From an optimization exercise on the open Yosys and OpenROAD flow, aimed at small area and a short achievable clock period; shortcuts taken in it are not production practice. Where RTL was checked, it was by simulation tests only, not by an equivalence proof against the original. Power is estimated from default activity; no workload was simulated.

Design xcore, start of the top module:
module xcore (
      input             clk,
      input             rst,
      output reg [8:0]  pc,
      input [31:0]      instruction,
      output            ram_sel,
      output            ram_we,
      output [8:0]      ram_addr,
      output [31:0]     ram_wdata,
      input [31:0]      ram_rdata,
      output            trap
      );
For scale: roughly 120 I/O pins, ~30,000 µm² of cells after synthesis.
clock: 8.5 ns
lec_check: 0
cap_margin: 20
core_margin: 2
core_utilization: 40
slew_margin: 20
run.sh (not shown) runs the stock make flow with config.mk's settings and CLKGATE_MAP_FILE= SYNTH_SCRIPT=/design/flow/synth_recipe.tcl, a recipe that flattens the netlist after the stock synthesis.
The starting point finished with timing, DRC and antenna clean.
==> next run, changes <==
ABC_CLOCK_PERIOD_IN_PS = 4000   (was unset)
SETUP_SLACK_MARGIN = 4.0   (was unset)
Effect: Cell area is higher by roughly a tenth. Critical path depth is lower by 1. Sequential power stays flat. Routed wire length is higher by roughly a tenth. Global-route usage is higher by 2.5 points.
Function was not checked in any run of this note: the RTL went through the layout flow alone.

* * *

The RTL this note starts from:
==> flow/design.v <==
`timescale 1ns / 1ps
module xcore (
      input             clk,
      input             rst,
      output reg [8:0]  pc,
      input [31:0]      instruction,
      output            ram_sel,
      output            ram_we,
      output [8:0]      ram_addr,
      output [31:0]     ram_wdata,
      input [31:0]      ram_rdata,
      output            trap
      );
   reg [31:0] regA, regB;
   reg [2:0]  regC;
   reg [31:0] regf [0:15];
   wire [3:0] op = instruction[31:28];
   wire op_add  = op == 4'd0 || op == 4'd1;
   wire op_sub  = op == 4'd2;
   wire op_shft = op == 4'd3;
   wire op_and  = op == 4'd4;
   wire op_xor  = op == 4'd5;
   wire op_ldih = op == 4'd7;
   wire alu     = op[3:1] == 3'b000 || op[3:1] == 3'b001 || op[3:1] == 3'b010;   
   wire load    = op == 4'd6 || op == 4'd7 || op == 4'd8 || op == 4'd10;
   wire store   = op == 4'd9 || op == 4'd11;
   wire branch  = op[3:2] == 2'b11;
   wire immop   = op == 4'd0 || op == 4'd3 || op == 4'd6 || op == 4'd7;
   wire busop   = op == 4'd1 || op == 4'd2 || op == 4'd4 || op == 4'd5 || op[3:2] == 2'b10;
   wire viab    = op[3:1] == 3'b101;   
   wire [9:0] ai = op_ldih ? regA[9:0] : instruction[9:0];
   wire [9:0] ab = regB[9:0];
   wire ai_hi = ai[9] && ai[8:5] == 4'd0;
   wire ab_hi = ab[9] && ab[8:5] == 4'd0;
   wire ai_rf = ai_hi && !ai[4];
   wire ab_rf = ab_hi && !ab[4];
   wire ai_rb = ai_hi && ai[4:0] == 5'd16;
   wire ab_rb = ab_hi && ab[4:0] == 5'd16;
   wire ai_rc = ai_hi && ai[4:0] == 5'd17;
   wire ab_rc = ab_hi && ab[4:0] == 5'd17;
   wire ai_tr = ai[9] && !ai_hi || ai_hi && ai[4] && ai[3:1] != 3'd0;
   wire ab_tr = ab[9] && !ab_hi || ab_hi && ab[4] && ab[3:1] != 3'd0;
   wire is_rf  = viab ? ab_rf : ai_rf;
   wire is_rb  = viab ? ab_rb : ai_rb;
   wire is_rc  = viab ? ab_rc : ai_rc;
   wire is_ram = viab ? !ab[9] : !instruction[9];
   assign ram_sel   = busop && is_ram;
   assign trap      = busop && (viab ? ab_tr : ai_tr);
   assign ram_we    = store;
   assign ram_addr  = viab ? ab[8:0] : instruction[8:0];
   assign ram_wdata = regA;
   wire [31:0] imm = op_ldih ? {instruction[15:0], regA[15:0]} : {{4{instruction[27]}}, instruction[27:0]};
   wire [3:0]  ra = viab ? regB[3:0] : instruction[3:0];
   wire [31:0] rf_rd = regf[ra];
   wire s_rb  = is_rb;
   wire s_rc  = is_rc;
   wire s_imm = immop && !is_rb && !is_rc;
   wire s_ram = busop && is_ram;
   wire s_rf  = busop && is_rf;
   wire [31:0] operand = ({32{s_rb}} & regB) | ({32{s_rc}} & {29'd0, regC}) |
                         ({32{s_imm}} & imm) | ({32{s_ram}} & ram_rdata) |
                         ({32{s_rf}} & rf_rd) | {32{branch}};
   wire [31:0] aa  = load ? 32'd0 : (op_sub ? ~regA : regA);
   wire [31:0] pg_p = aa ^ operand;
   wire [31:0] pg_g = aa & operand;
   reg  [31:0] gk, pk;
   integer l, j;
   always @* begin
      gk = pg_g;
      pk = pg_p;
      for (l = 1; l < 32; l = l * 2)
        for (j = 31; j >= l; j = j - 1) begin
           gk[j] = gk[j] | (pk[j] & gk[j-l]);
           pk[j] = pk[j] & pk[j-l];
        end
   end
   wire [31:0] cin_v = {gk[30:0], 1'b0};    
   wire [31:0] s   = pg_p ^ cin_v;
   wire c31 = cin_v[31];    
   wire ac  = (op_sub ? ~(aa[31] & operand[31]) : (aa[31] | operand[31])) & c31;
   reg [31:0] nA;
   reg [2:0]  flags;
   always @* begin
      flags = {s[31] ^ op_sub, ac ^ c31, ac};
      if (op_shft) begin
         if (operand[31]) begin
            nA = {regA[30:0], 1'b0};
            flags = {regA[30], regA[31] ^ regA[30], regA[31]};
         end else begin
            nA = {regA[31], regA[31:1]};
            flags = {regA[31], 2'b00};
         end
      end else if (op_and) begin
         nA = regA & operand;
         flags = {nA[31], 2'b00};
      end else if (op_xor) begin
         nA = regA ^ operand;
         flags = {nA[31], 2'b00};
      end else if (store)
         nA = regA;
      else if (op_sub)
         nA = ~s;
      else
         nA = s;
   end
   wire a_zero = regA == 32'd0;
   wire taken = branch && (op[1] ? !a_zero : a_zero);
   always @(posedge clk, posedge rst)
     if (rst) begin
        pc <= 9'd0;
        regA <= 32'd0;
        regB <= 32'd0;
        regC <= 3'd0;
     end else begin
        pc <= taken ? (op[0] ? regB[8:0] : instruction[8:0]) : pc + 9'd1;
        regA <= nA;
        if (alu)
          regC <= flags;
        if (store && is_rb)
          regB <= regA;
     end
   always @(posedge clk)
     if (store && is_rf)
       regf[ra] <= regA;
endmodule
Settings: LEC_CHECK=0, ABC_AREA=1, CAP_MARGIN=20, CORE_MARGIN=2, CORE_UTILIZATION=60, SETUP_SLACK_MARGIN=4.0, SLEW_MARGIN=20; clock period 8.5 ns.
The starting point completed with no timing, DRC or antenna violations.
Change:
- CORE_UTILIZATION: 60 -> 40
The new run went through all stages and came out clean.
Wire length falls by 4.4%.
Non-clock buffer count went up by 50.
Worst setup slack improves by 0.26 ns.
Via count goes down by 7.3%.
Final area went up by 5.5%.
No run of this note included a check of the RTL's function; only the layout flow was run.

* * *

Another version of the RTL of xcore (not shown whole).
For scale: roughly 2,700 cells after synthesis, ~120 I/O pins, ~28,000 µm² of cells after synthesis.
clock: 8.5 ns
lec_check: 0
abc_area: 1
cap_margin: 20
core_margin: 2
core_utilization: 55
cts_buf_list: sky130_fd_sc_hd__clkbuf_8
setup_slack_margin: 3.5
slew_margin: 20
tns_end_percent: 5
==> next run, changes <==
Settings changed: CTS_BUF_LIST sky130_fd_sc_hd__clkbuf_8 to not set, SETUP_SLACK_MARGIN 3.5 to 3.0.
Non-clock buffer count falls by 35.
Clock power came out higher by 12%.
Final area shrinks by 2.9%.
==> next run, changes <==
==> flow/flow/run.sh (new file) <==
#!/bin/bash
# The standard ORFS layout (standard.sh), with extra ORFS settings:
# plain buffers on the ports and no dummy loads in the clock tree.
# make's output goes to flow_make.log; each ORFS step keeps its own log
# under orfs/logs/.
set -euo pipefail
bash standard.sh \
  "BUFFER_PORTS_ARGS=-buffer_cell sky130_fd_sc_hd__buf_2" \
  "CTS_ARGS=-sink_clustering_enable -repair_clock_nets -dont_use_dummy_load -buf_list sky130_fd_sc_hd__clkbuf_8" \
  finish > flow_make.log 2>&1
==> flow/standard.sh (new file) <==
#!/bin/bash
# synth_recipe.tcl (not shown) runs the flow's synth.tcl, then flattens the netlist and writes it again
# the make line also repeats each setting of config.mk as NAME=value (left out here)
make -C /OpenROAD-flow-scripts/flow DESIGN_CONFIG=/design/flow/config.mk WORK_HOME=/design/flow/orfs CLKGATE_MAP_FILE= SYNTH_SCRIPT=/design/flow/synth_recipe.tcl "${@:-finish}"
Settings changed: CORE_UTILIZATION 55 to 48, SETUP_SLACK_MARGIN 3.0 to 3.5.
removed: flow/run.sh
Outcome: Setup slack improves by 0.41 ns. Design area hardly moves. Power fell by 4.7%. Non-clock buffer count is higher by 47. First-iteration DRC count decreases by 5.1%.
==> next run, changes <==
==> flow/flow/run.sh (replaced) <==
#!/bin/bash
# The standard ORFS layout (standard.sh), with extra ORFS settings:
# plain buffers on the ports, power/area recovery after global routing,
# and no dummy loads in the clock tree. make's output goes to flow_make.log;
# each ORFS step keeps its own log under orfs/logs/.
set -euo pipefail
bash standard.sh \
  "BUFFER_PORTS_ARGS=-buffer_cell sky130_fd_sc_hd__buf_2" \
  "RECOVER_POWER=100" \
  "CTS_ARGS=-sink_clustering_enable -repair_clock_nets -dont_use_dummy_load" \
  finish > flow_make.log 2>&1
Settings changed: CORE_UTILIZATION 48 to 55.
What happened: This time the run completed, yet does not pass: capacitance limit, slew limit. Clock-buffer cell count went down by 37. Final cell count came out lower by 3.8%. Setup slack loses 1.6 ns. Die area came out lower by 13%. First-iteration DRC count came out higher by 13%. Critical path depth came out lower by 17. Non-clock buffer count goes down by 15. Clock power increases by about 10%. Total power goes up by about 1.7%. Clock skew rises by 0.0036 ns. Wire length goes down by about 4.3%.

* * *

run 1:
Starting RTL as in the previous note.
Settings: LEC_CHECK=0, ABC_AREA=1, CAP_MARGIN=20, CORE_MARGIN=2, CORE_UTILIZATION=55, SETUP_SLACK_MARGIN=3.3, SLEW_MARGIN=20, TNS_END_PERCENT=100; clock period 8.5 ns.
standard.sh (not shown) runs the stock make flow with config.mk's settings and CLKGATE_MAP_FILE= SYNTH_SCRIPT=/design/flow/synth_recipe.tcl, a recipe that flattens the netlist after the stock synthesis.
==> flow/flow/run.sh <==
#!/bin/bash
# The standard ORFS layout (standard.sh), with extra ORFS settings:
# plain buffers on the ports and no dummy loads in the clock tree.
# make's output goes to flow_make.log; each ORFS step keeps its own log
# under orfs/logs/.
set -euo pipefail
bash standard.sh \
  "BUFFER_PORTS_ARGS=-buffer_cell sky130_fd_sc_hd__buf_2" \
  "CTS_ARGS=-sink_clustering_enable -repair_clock_nets -dont_use_dummy_load -buf_list sky130_fd_sc_hd__clkbuf_8" \
  finish > flow_make.log 2>&1
The following lists how run 2 was set up differently from run 1:
- SETUP_SLACK_MARGIN changed from 3.3 to 4.0
- TNS_END_PERCENT changed from 100 to 5
==> flow/run.sh (new file) <==
#!/bin/bash
# synth_recipe.tcl (not shown) runs the flow's synth.tcl, then flattens the netlist and writes it again
# the make line also repeats each setting of config.mk as NAME=value (left out here)
make -C /OpenROAD-flow-scripts/flow DESIGN_CONFIG=/design/flow/config.mk WORK_HOME=/design/flow/orfs CLKGATE_MAP_FILE= SYNTH_SCRIPT=/design/flow/synth_recipe.tcl finish
removed: flow/flow/run.sh
removed: flow/standard.sh
--- outcome ---
[diff] total power consumption of the routed design, run 2 relative to run 1: regression
After synthesis and placement, the instance count of run 2 is above that of run 1.
Summary — total number of vias, run 2 relative to run 1: higher, by about 3.3%.
Post-layout instance area up 11% in run 2 wrt run 1
Looking at power density over the cells across run 2 and run 1, the one that comes out lower is run 1.
Diff run 1 -> run 2: wire length went up, maximum clock rate +about 7%, hold slack went up 0.0043 ns, post-layout utilization of the core moved up.
Diff run 1 -> run 2: area of combinational cells with multiple inputs higher, number of non-clock inverters in the layout higher.
### run 2 -> run 3
- TNS_END_PERCENT now 100, was 5
- SETUP_SLACK_MARGIN now 3.5, was 4.0
==> flow/flow/run.sh (new file) <==
#!/bin/bash
# The standard ORFS layout (standard.sh), with extra ORFS settings:
# plain buffers on the ports and no dummy loads in the clock tree.
# make's output goes to flow_make.log; each ORFS step keeps its own log
# under orfs/logs/.
set -euo pipefail
bash standard.sh \
  "BUFFER_PORTS_ARGS=-buffer_cell sky130_fd_sc_hd__buf_2" \
  "CTS_ARGS=-sink_clustering_enable -repair_clock_nets -dont_use_dummy_load -buf_list sky130_fd_sc_hd__clkbuf_8" \
  finish > flow_make.log 2>&1
==> flow/standard.sh (new file) <==
#!/bin/bash
# synth_recipe.tcl (not shown) runs the flow's synth.tcl, then flattens the netlist and writes it again
# the make line also repeats each setting of config.mk as NAME=value (left out here)
make -C /OpenROAD-flow-scripts/flow DESIGN_CONFIG=/design/flow/config.mk WORK_HOME=/design/flow/orfs CLKGATE_MAP_FILE= SYNTH_SCRIPT=/design/flow/synth_recipe.tcl "${@:-finish}"
removed: flow/run.sh
==> run summary <==
In the reports for run 3 and run 2, the larger area taken by multi-input logic gates belongs to run 2.
Against run 2 as the reference, run 3 delivers a lower global routing met2 resource utilization.
As of run 3, number of clock buffers in the layout had risen by more than a quarter compared to run 2.
From run 2 to run 3 the numbers moved as follows: met3 routing resource usage after global routing shrank by 0.22 points; reported clock group power has decreased; multiplexer share of the synthesized area level; critical path depth shows a reduction of 3.
Run 3 — final setup slack of the worst path 0.16 ns lower, run 2 as reference
Run 2 ended with every stage complete and zero timing, DRC or antenna violations.
Run 3: full flow OK, the timing, DRC and antenna checks passed
### run 3 -> run 4
- TNS_END_PERCENT changed from 100 to 5
- CORE_UTILIZATION changed from 55 to 62
Findings:
ha_1 as the standard cell with the maximum stage delay on the critical path was reported by run 3, and ha_2 by run 4.
Run 3 → run 4: actual slew at the worst max-slew pin rose by 0.026 ns, die area -5800 sq um, global-route usage +2.8 points.
The run showing the greater final cell count without fillers is run 3.
[compare] base=run 3 new=run 4: clock buffer count from CTS moved down; fmax moved down; post-CTS repair timing setup buffer count dropped 4.

* * *

xcore again, from the RTL that the note above started with.
Settings: LEC_CHECK=0, ABC_AREA=1, CAP_MARGIN=20, CORE_MARGIN=2, CORE_UTILIZATION=55, SETUP_SLACK_MARGIN=3.5, SLEW_MARGIN=20, TNS_END_PERCENT=5; clock period 8.5 ns.
run.sh (not shown) runs the stock make flow with config.mk's settings and CLKGATE_MAP_FILE= SYNTH_SCRIPT=/design/flow/synth_recipe.tcl, a recipe that flattens the netlist after the stock synthesis.
Stock flow here: none of the scripts above is used.
The baseline finished clean.
==> next run, changes <==
==> flow/flow/run.sh (new file) <==
#!/bin/bash
# The standard ORFS layout (standard.sh), with extra ORFS settings:
# synthesis with flow/synth.tcl (synth_recipe.tcl with another ABC script),
# plain buffers on the ports and no dummy loads in the clock tree.
# make's output goes to flow_make.log; each ORFS step keeps its own log
# under orfs/logs/.
set -euo pipefail
here=$(pwd)
export OWN_ABC_SCRIPT=$here/flow/abc.script
bash standard.sh \
  "SYNTH_SCRIPT=$here/flow/synth.tcl" \
  "BUFFER_PORTS_ARGS=-buffer_cell sky130_fd_sc_hd__buf_2" \
  "CTS_ARGS=-sink_clustering_enable -repair_clock_nets -dont_use_dummy_load -buf_list sky130_fd_sc_hd__clkbuf_8" \
  finish > flow_make.log 2>&1
==> flow/flow/abc.script (new file) <==
&get -n
&st
&dch
&nf
&put
buffer -c
topo
stime -c
upsize -c
dnsize -c
==> flow/flow/synth.tcl (new file) <==
# synth_recipe.tcl (the standard synthesis), with ABC's mapping script replaced
# by flow/abc.script. Registers are mapped before ABC runs, so they are the
# standard synthesis's.
proc synth {args} { yosys synth -nofsm -noshare {*}$args }
proc abc {args} {
  set i [lsearch -exact $args -script]
  if {$i >= 0} { lset args [expr {$i+1}] $::env(OWN_ABC_SCRIPT) }
  yosys abc {*}$args
}
source $::env(SCRIPTS_DIR)/synth.tcl
# left out here: clear keep_hierarchy, flatten, clean up, hide names made inside functions, write 1_2_yosys.v
==> flow/standard.sh (new file) <==
#!/bin/bash
# synth_recipe.tcl (not shown) runs the flow's synth.tcl, then flattens the netlist and writes it again
# the make line also repeats each setting of config.mk as NAME=value (left out here)
make -C /OpenROAD-flow-scripts/flow DESIGN_CONFIG=/design/flow/config.mk WORK_HOME=/design/flow/orfs CLKGATE_MAP_FILE= SYNTH_SCRIPT=/design/flow/synth_recipe.tcl "${@:-finish}"
- ABC_AREA: 1 -> unset
removed: flow/run.sh
- worst setup slack loses 0.32 ns
- count of clock-buffer cells in the layout came out higher by 24
- combinational power came out lower by about 3%
- critical path depth came out lower by 6
- total power came out lower by 9.2%
- design area came out lower by 6.6%
- wire length came out lower by 7.8%
- maximum frequency came out lower by 6.1%
==> next run, changes <==
==> flow/flow/run.sh (replaced) <==
#!/bin/bash
# The standard ORFS layout (standard.sh), with extra ORFS settings:
# plain buffers on the ports and no dummy loads in the clock tree.
# make's output goes to flow_make.log; each ORFS step keeps its own log
# under orfs/logs/.
set -euo pipefail
bash standard.sh \
  "BUFFER_PORTS_ARGS=-buffer_cell sky130_fd_sc_hd__buf_2" \
  "CTS_ARGS=-sink_clustering_enable -repair_clock_nets -dont_use_dummy_load -buf_list sky130_fd_sc_hd__clkbuf_8" \
  finish > flow_make.log 2>&1
- ABC_AREA: unset -> 1
removed: flow/flow/abc.script
removed: flow/flow/synth.tcl
Result: Setup slack gains 0.35 ns; worst hold slack loses 0.024 ns; area after synthesis rose by 5.1%; final cell count rose by 21%.
==> next run, changes <==
==> flow/run.sh (new file) <==
#!/bin/bash
# synth_recipe.tcl (not shown) runs the flow's synth.tcl, then flattens the netlist and writes it again
# the make line also repeats each setting of config.mk as NAME=value (left out here)
make -C /OpenROAD-flow-scripts/flow DESIGN_CONFIG=/design/flow/config.mk WORK_HOME=/design/flow/orfs CLKGATE_MAP_FILE= SYNTH_SCRIPT=/design/flow/synth_recipe.tcl finish
- SETUP_SLACK_MARGIN: 3.5 -> 3.8
- TNS_END_PERCENT: 5 -> 100
removed: flow/flow/run.sh
removed: flow/standard.sh
The new run finished with timing, DRC and antenna clean.
Setup slack gets better by 0.15 ns.
Routed wire length is higher by 4.0%.
Combinational power is higher by 17%.

## what the ideal ports hide
How much do the figures lean on ideal ports? The routed layouts below were timed once more, with nothing changed but the port constraints. Step 1, drivers: a clkbuf_16 drives clk and a buf_2 each remaining input, both assumed. Step 2 also shifts input and output timing later by t, the mid clock arrival at the registers, as if the neighbouring blocks saw the same clock. Three values: ideal ports, drivers, drivers and shift; two values: the first two.
run	t (ns)	setup WS [ns]	worst setup path after step 2	pins driven straight from the clock port
the first run of note 1	0.690	0.780 / 0.820 / 0.130	input to register	1
the second run of note 1	0.665	1.980 / 1.994 / 1.329	input to register	1
the first run of note 2	0.706	3.110 / 3.103 / 2.397	input to register	1
the second run of note 2	0.672	3.370 / 3.389 / 2.717	input to register	1
the first run of note 3	0.740	3.433 / 3.405 / 2.737	input to register	1
the second run of note 3	0.688	3.119 / 3.092 / 2.529	input to register	1
the third run of note 3	0.728	3.529 / 3.515 / 2.833	input to register	1
the fourth run of note 3	0.664	1.960 / 1.988 / 1.324	input to register	1
run 1	0.709	3.344 / 3.376 / 2.667	input to register	1
run 2	0.696	3.676 / 3.692 / 2.996	input to register	1
run 3	0.706	3.517 / 3.513 / 2.838	input to register	1
run 4	0.705	3.466 / 3.503 / 2.798	input to register	1
the first run of note 5	0.695	3.515 / 3.519 / 2.861	input to register	1
the second run of note 5	0.710	3.193 / 3.223 / 2.513	input to register	1
the third run of note 5	0.711	3.542 / 3.516 / 2.863	input to register	1
the fourth run of note 5	0.699	3.691 / 3.700 / 3.002	input to register	1
The setup slack of the first run of note 2, which loses most, moves by -0.007 ns with the drivers and by -0.713 ns with both steps.
